Background: an optimization exercise with open tools, aiming at small area and a short achievable clock period. Do not read the settings as production practice.
Only simulation tests tie the RTL to the original design; equivalence was not proved.
Power figures rest on the tool's default switching activity, not on a simulated workload.

==> flow/design.v <==
module ALU(
  input  wire[3:0]  OPC,
  input  wire[15:0] IN1,
  input  wire[15:0] IN2,
  input  wire       ICF,
  output wire[15:0] OUT,
  output wire       OCF
);
  wire [15:0] lx = IN1 ^ IN2;
  wire [15:0] la = IN1 & IN2;
  reg  [15:0] G, P, Gn, Pn;
  integer i, l;
  always @(*) begin
    G = la;
    P = lx;
    for (l = 0; l < 4; l = l + 1) begin
      Gn = G; Pn = P;
      for (i = 0; i < 16; i = i + 1)
        if (i >= (1 << l)) begin
          Gn[i] = G[i] | (P[i] & G[i - (1 << l)]);
          Pn[i] = P[i] & P[i - (1 << l)];
        end
      G = Gn; P = Pn;
    end
  end
  wire [15:0] cc = G | (P & {16{ICF}});    
  wire [16:0] sum = {cc[15], lx ^ {cc[14:0], ICF}};
  wire [3:0]  sa   = IN2[3:0];
  wire        left = ~OPC[1];
  wire [3:0]  k    = sa ^ {4{left}};
  wire [15:0] r1 = k[0] ? {IN1[0],   IN1[15:1]} : IN1;
  wire [15:0] r2 = k[1] ? {r1[1:0],  r1[15:2]}  : r1;
  wire [15:0] r3 = k[2] ? {r2[3:0],  r2[15:4]}  : r2;
  wire [15:0] r4 = k[3] ? {r3[7:0],  r3[15:8]}  : r3;
  wire        fill = OPC[0] & IN1[15];
  wire [15:0] t;    
  wire [15:0] sh;
  genvar j;
  generate
    for (j = 0; j < 16; j = j + 1) begin : g_sh
      assign t[j]  = (j >= sa);
      assign sh[j] = left ? (t[j] & r4[(j+1)%16])
                          : (t[15-j] ? r4[j] : fill);
    end
  endgenerate
  wire        snz = |sa;
  wire selSum = ~OPC[3] & ~OPC[2] & OPC[0];
  wire cEn    = ~OPC[3] & ~OPC[2] & ~OPC[1] & OPC[0];
  wire selX   = ~OPC[3] &  OPC[2] & ~OPC[0];
  wire selA   = ~OPC[3] &  OPC[2] & (OPC[1] | OPC[0]);
  wire selSh  =  OPC[3];
  assign OUT = ({16{selSum}} & sum[15:0])
             | ({16{selX}}   & lx)
             | ({16{selA}}   & la)
             | ({16{selSh}}  & sh);
  assign OCF = (cEn & sum[16])
             | (selSh & snz & (left ? r4[1] : r4[15]));
endmodule
module DCPU(
  input  wire       CLK,
  input  wire       RST,
  input  wire       EN,
  input  wire       Start,
  output wire[7:0]  InstMemAddr,
  input  wire[15:0] Inst,
  output wire[7:0]  DataMemAddr,
  input  wire[15:0] DataIn,
  output wire       DataMemWE,
  output wire[15:0] DataOut
);
  localparam [4:0] NOP  = 5'b00000, HALT = 5'b00001, LOAD = 5'b00010,
                   STORE= 5'b00011, CMP  = 5'b00100, BE   = 5'b00101,
                   JUMP = 5'b00110, JMPR = 5'b00111, BZ   = 5'b01000,
                   BNZ  = 5'b01001, BN   = 5'b01010, BNN  = 5'b01011,
                   BC   = 5'b01100, BNC  = 5'b01101, BB   = 5'b01110,
                   BS   = 5'b01111, ADD  = 5'b10000, ADDI = 5'b10001,
                   ADDC = 5'b10010, SUB  = 5'b10011, SUBI = 5'b10100,
                   SUBB = 5'b10101, INC  = 5'b10110, LDIL = 5'b10111,
                   LDIH = 5'b11000, XOR  = 5'b11001, AND  = 5'b11010,
                   OR   = 5'b11011, SLL  = 5'b11100, SLA  = 5'b11101,
                   SRL  = 5'b11110, SRA  = 5'b11111;
  localparam [3:0] A_ZERO = 4'b0000, A_ADD = 4'b0001, A_SUB = 4'b0011,
                   A_XOR  = 4'b0100, A_AND = 4'b0101, A_OR  = 4'b0110,
                   A_SLL  = 4'b1000, A_SRL = 4'b1010, A_SRA = 4'b1011;
  reg        state;           
  reg [7:0]  PC;
  reg        PCSt;
  reg [1:0]  BrSt;
  reg [15:0] IDIR;
  reg [4:0]  EXop;            
  reg [2:0]  EXrd;            
  reg [3:0]  EXOP;            
  reg        EXCF;            
  reg [15:0] EXRA, EXRB, EXSD;
  reg [4:0]  MRop;
  reg [2:0]  MRrd;
  reg [15:0] MRRC;
  reg        MRCF;
  reg        MRDW;
  reg [15:0] MRSD;
  reg        WBwe;            
  reg        WBhalt;          
  reg [2:0]  WBrd;
  reg [15:0] WBRC;
  reg [15:0] GR [0:7];
  wire [15:0] ALUOUT;
  wire        ALUOCF;
  ALU ALUM(.OPC(EXOP), .IN1(EXRA), .IN2(EXRB), .ICF(EXCF),
           .OUT(ALUOUT), .OCF(ALUOCF));
  assign InstMemAddr = PC;
  assign DataMemAddr = MRRC[7:0];
  assign DataMemWE   = MRDW;
  assign DataOut     = MRSD;
  wire run = state;
  always @(posedge CLK, posedge RST)
    if (RST) state <= 1'b0;
    else if (!state) state <= EN & Start;
    else             state <= EN & ~WBhalt;
  wire ctrlInst = (Inst[15:14] == 2'b01) | (Inst[15:11] == BE) |
                  (Inst[15:11] == JUMP)  | (Inst[15:11] == JMPR);
  wire mrZ = (MRRC == 16'b0);
  wire mrN = MRRC[15];
  wire take = (MRop == JUMP) | (MRop == JMPR) |
              (((MRop == BZ) | (MRop == BE)) &  mrZ) |
              ((MRop == BNZ) & ~mrZ) |
              (((MRop == BN) | (MRop == BS)) &  mrN) |
              (((MRop == BNN) | (MRop == BB)) & ~mrN) |
              ((MRop == BC)  &  MRCF) |
              ((MRop == BNC) & ~MRCF);
  wire stall = (Inst == 16'h0002) & ~PCSt;
  wire [15:0] nI   = (BrSt == 2'b00) ? Inst : 16'b0;
  wire [4:0]  nop  = nI[15:11];
  wire        nImm8 = (nop == BE) | (nop == JMPR) | (nop[4:3] == 2'b01) |
                      (nop == ADDI) | (nop == SUBI);
  wire [2:0]  nA   = nImm8 ? nI[10:8] : nI[6:4];
  wire [2:0]  nB   = (nop == STORE) ? nI[10:8] : nI[2:0];
  wire        wEX  = IDIR[15];
  wire        wMR  = EXop[4] | (EXop == LOAD);
  wire        wWB  = MRop[4] | (MRop == LOAD);
  wire        nSt   = (nop == STORE);
  wire        nLdi  = (nop == JUMP) | (nop == LDIL) | (nop == LDIH);
  wire        nRegB = ~((nop == LOAD) | nSt | nImm8 | nLdi | (nop == INC));
  reg         fAEX, fAMR, fAWB, fBEX, fBMR, fBWB;
  reg  [7:0]  IDa, IDb;       
  reg         IDregA;         
  reg         IDregB;         
  reg         IDst;           
  always @(posedge CLK, posedge RST)
    if (RST) begin
      fAEX <= 1'b0; fAMR <= 1'b0; fAWB <= 1'b0;
      fBEX <= 1'b0; fBMR <= 1'b0; fBWB <= 1'b0;
      IDa <= 8'b1; IDb <= 8'b1;
      IDregA <= 1'b1; IDregB <= 1'b1; IDst <= 1'b0;
    end else if (run) begin
      IDa    <= 8'b1 << nA;
      IDb    <= 8'b1 << nB;
      IDregA <= ~nLdi;
      IDregB <= nRegB;
      IDst   <= nSt;
      fAEX <= wEX & (nA == IDIR[10:8]);
      fAMR <= wMR & (nA == EXrd);
      fAWB <= wWB & (nA == MRrd);
      fBEX <= wEX & (nB == IDIR[10:8]);
      fBMR <= wMR & (nB == EXrd);
      fBWB <= wWB & (nB == MRrd);
    end
  always @(posedge CLK, posedge RST)
    if (RST) begin
      IDIR <= 16'b0; PC <= 8'b0; PCSt <= 1'b0; BrSt <= 2'b0;
    end else if (run) begin
      IDIR <= (BrSt == 2'b00) ? Inst : 16'b0;
      BrSt <= (BrSt == 2'b00) ? {1'b0, ctrlInst} : BrSt + 2'b01;
      if (take) begin
        PC <= MRRC[7:0]; PCSt <= 1'b0;
      end else if (stall) begin
        PCSt <= 1'b1;
      end else begin
        if (BrSt == 2'b00) PC <= PC + 8'd1;
        PCSt <= 1'b0;
      end
    end
  wire [4:0] iop = IDIR[15:11];
  wire [2:0] r1  = IDIR[10:8];
  wire [2:0] r2  = IDIR[6:4];
  wire [2:0] r3  = IDIR[2:0];
  wire d_ls    = (iop == LOAD) | (iop == STORE);
  wire d_store = (iop == STORE);
  wire d_imm8  = (iop == BE) | (iop == JMPR) | (iop[4:3] == 2'b01) |
                 (iop == ADDI) | (iop == SUBI);
  wire d_ldi   = (iop == JUMP) | (iop == LDIL) | (iop == LDIH);
  wire d_inc   = (iop == INC);
  wire regAu = IDregA;
  wire wbA   = fAWB & WBwe;
  wire wbB   = fBWB & WBwe;
  wire sAEX  = regAu & fAEX;
  wire sAMRa = regAu & ~fAEX & fAMR &  MRop[4];
  wire sAMRl = regAu & ~fAEX & fAMR & ~MRop[4];
  wire sAWB  = regAu & ~fAEX & ~fAMR & wbA;
  wire sAGR  = regAu & ~fAEX & ~fAMR & ~wbA;
  wire regBu = 1'b1;
  wire sBEX  = regBu & fBEX;
  wire sBMRa = regBu & ~fBEX & fBMR &  MRop[4];
  wire sBMRl = regBu & ~fBEX & fBMR & ~MRop[4];
  wire sBWB  = regBu & ~fBEX & ~fBMR & wbB;
  wire sBGR  = regBu & ~fBEX & ~fBMR & ~wbB;
  reg [15:0] grA, grB;
  integer n;
  always @(*) begin
    grA = 16'b0; grB = 16'b0;
    for (n = 0; n < 8; n = n + 1) begin
      grA = grA | ({16{IDa[n] & GRV[n]}} & GR[n]);
      grB = grB | ({16{IDb[n] & GRV[n]}} & GR[n]);
    end
  end
  wire [15:0] fwdA = ({16{sAEX}}  & ALUOUT) | ({16{sAMRa}} & MRRC) |
                     ({16{sAMRl}} & DataIn) | ({16{sAWB}}  & WBRC) | ({16{sAGR}} & grA);
  wire [15:0] fwdB = ({16{sBEX}}  & ALUOUT) | ({16{sBMRa}} & MRRC) |
                     ({16{sBMRl}} & DataIn) | ({16{sBWB}}  & WBRC) | ({16{sBGR}} & grB);
  wire [15:0] immB = d_ls               ? {12'b0, IDIR[3:0]} :
                     (iop == LDIH)      ? {IDIR[7:0], 8'b0}  :
                     (d_imm8 | d_ldi)   ? {8'b0, IDIR[7:0]}  : 16'b0;
  always @(*)
    case (EXop)
      CMP:                    EXOP = A_ZERO;
      SUB, SUBI, SUBB:        EXOP = A_SUB;
      XOR:                    EXOP = A_XOR;
      AND:                    EXOP = A_AND;
      OR:                     EXOP = A_OR;
      SLL, SLA:               EXOP = A_SLL;
      SRL:                    EXOP = A_SRL;
      SRA:                    EXOP = A_SRA;
      default:                EXOP = A_ADD;
    endcase
  reg [3:0] dop;
  always @(*)
    case (iop)
      CMP:                    dop = A_ZERO;
      SUB, SUBI, SUBB:        dop = A_SUB;
      XOR:                    dop = A_XOR;
      AND:                    dop = A_AND;
      OR:                     dop = A_OR;
      SLL, SLA:               dop = A_SLL;
      SRL:                    dop = A_SRL;
      SRA:                    dop = A_SRA;
      default:                dop = A_ADD;
    endcase
  wire dcf = ((iop == ADDC) &  MRCF) | ((iop == SUBB) & ~MRCF) |
             (iop == SUB) | (iop == SUBI) | (iop == INC);
  always @(posedge CLK, posedge RST)
    if (RST) begin
      EXop <= 5'b0; EXCF <= 1'b0; EXSD <= 16'b0;
      EXRA <= 16'b0; EXRB <= 16'b0;
    end else if (run) begin
      EXRA <= fwdA;
      EXRB <= (({16{IDregB}} & fwdB) | immB) ^ {16{dop == A_SUB}};
      EXop <= iop;
      EXCF <= dcf;
      EXSD <= {16{IDst}} & fwdB;
    end
  always @(posedge CLK)
    if (run) begin
      EXrd <= r1;
    end
  always @(posedge CLK, posedge RST)
    if (RST) begin
      MRop <= 5'b0; MRRC[7:0] <= 8'b0; MRCF <= 1'b0;
      MRDW <= 1'b0; MRSD <= 16'b0;
    end else if (run) begin
      MRop <= EXop;
      MRRC[7:0] <= ALUOUT[7:0];
      MRCF <= ALUOCF;
      MRDW <= (EXop == STORE);
      MRSD <= EXSD;
    end
  always @(posedge CLK)
    if (run) begin
      MRrd <= EXrd;
      MRRC[15:8] <= ALUOUT[15:8];
    end
  always @(posedge CLK, posedge RST)
    if (RST) begin
      WBwe <= 1'b0; WBhalt <= 1'b0;
    end else begin
      WBwe   <= run & wWB;
      WBhalt <= run & (MRop == HALT);
    end
  always @(posedge CLK) begin
    WBrd <= MRrd;
    WBRC <= (MRop == LOAD) ? DataIn : MRRC;
  end
  reg [7:0] GRV;
  genvar g;
  generate
    for (g = 0; g < 8; g = g + 1) begin : g_gr
      wire wr = run & WBwe & (WBrd == g);
      always @(posedge CLK)
        if (wr) GR[g] <= WBRC;
      always @(posedge CLK, posedge RST)
        if (RST)     GRV[g] <= 1'b0;
        else if (wr) GRV[g] <= 1'b1;
    end
  endgenerate
endmodule
Settings: LEC_CHECK=0, ABC_AREA=1, CAP_MARGIN=20, CORE_MARGIN=2, CORE_UTILIZATION=40, SETUP_SLACK_MARGIN=2.5, SLEW_MARGIN=20; clock period 5.0 ns.
run.sh (not shown) runs the stock make flow with config.mk's settings and CLKGATE_MAP_FILE= SYNTH_SCRIPT=/design/flow/synth_recipe.tcl, a recipe that flattens the netlist after the stock synthesis.
The starting point finished with timing, DRC and antenna clean.
Then changed:
--- a/flow/design.v
+++ b/flow/design.v
@@ -219,18 +219,6 @@
   wire [15:0] immB = d_ls               ? {12'b0, IDIR[3:0]} :
                      (iop == LDIH)      ? {IDIR[7:0], 8'b0}  :
                      (d_imm8 | d_ldi)   ? {8'b0, IDIR[7:0]}  : 16'b0;
-  always @(*)
-    case (EXop)
-      CMP:                    EXOP = A_ZERO;
-      SUB, SUBI, SUBB:        EXOP = A_SUB;
-      XOR:                    EXOP = A_XOR;
-      AND:                    EXOP = A_AND;
-      OR:                     EXOP = A_OR;
-      SLL, SLA:               EXOP = A_SLL;
-      SRL:                    EXOP = A_SRL;
-      SRA:                    EXOP = A_SRA;
-      default:                EXOP = A_ADD;
-    endcase
   reg [3:0] dop;
   always @(*)
     case (iop)
@@ -248,12 +236,13 @@
              (iop == SUB) | (iop == SUBI) | (iop == INC);
   always @(posedge CLK, posedge RST)
     if (RST) begin
-      EXop <= 5'b0; EXCF <= 1'b0; EXSD <= 16'b0;
+      EXop <= 5'b0; EXOP <= A_ZERO; EXCF <= 1'b0; EXSD <= 16'b0;
       EXRA <= 16'b0; EXRB <= 16'b0;
     end else if (run) begin
       EXRA <= fwdA;
       EXRB <= (({16{IDregB}} & fwdB) | immB) ^ {16{dop == A_SUB}};
       EXop <= iop;
+      EXOP <= dop;
       EXCF <= dcf;
       EXSD <= {16{IDst}} & fwdB;
     end
The changed run completed without violations.
Total power is lower by a little under a tenth.
Setup slack improves by 310 ps.
Final area decreases by a few percent.
Clock-buffer cell count came out lower by 1.
Die area went up slightly.
Sequential cell count climbs by 4.
Wire length is lower by a few percent.
Cell count is lower slightly.

[separate check: timing with driven ports]
The flow's constraints put no driver on any port. The routed layouts listed below were extracted and timed again, unchanged, in two steps. Step 1 (the two cells are an assumption about what drives the block):
set clk [get_ports {CLK}]
set_driving_cell -lib_cell sky130_fd_sc_hd__clkbuf_16 $clk
set_driving_cell -lib_cell sky130_fd_sc_hd__buf_2 [delete_from_list [all_inputs] $clk]
Step 2 times the ports against the registers' clock, not the clock port: input delays grow and output delays shrink by t, the midpoint of the rising clock arrivals with the driver on. Three values: no drivers, after step 1, after step 2; two values: the first two.
run	t, ns	slack for setup (ns)	latest minus earliest clock arrival (ns)	worst data-port slew with drivers (ns)	cell pins on the clock port's net
the first run	0.609	2.103 / 2.103 / 2.051	0.031 / 0.032	0.05	1
the second run	0.589	2.410 / 2.410 / 2.003	0.024 / 0.023	0.04	1
After both steps setup and hold are still met in every run listed. For the second run, which loses most, drivers alone change the setup slack by 0.000 ns; drivers and shift together by -0.407 ns.
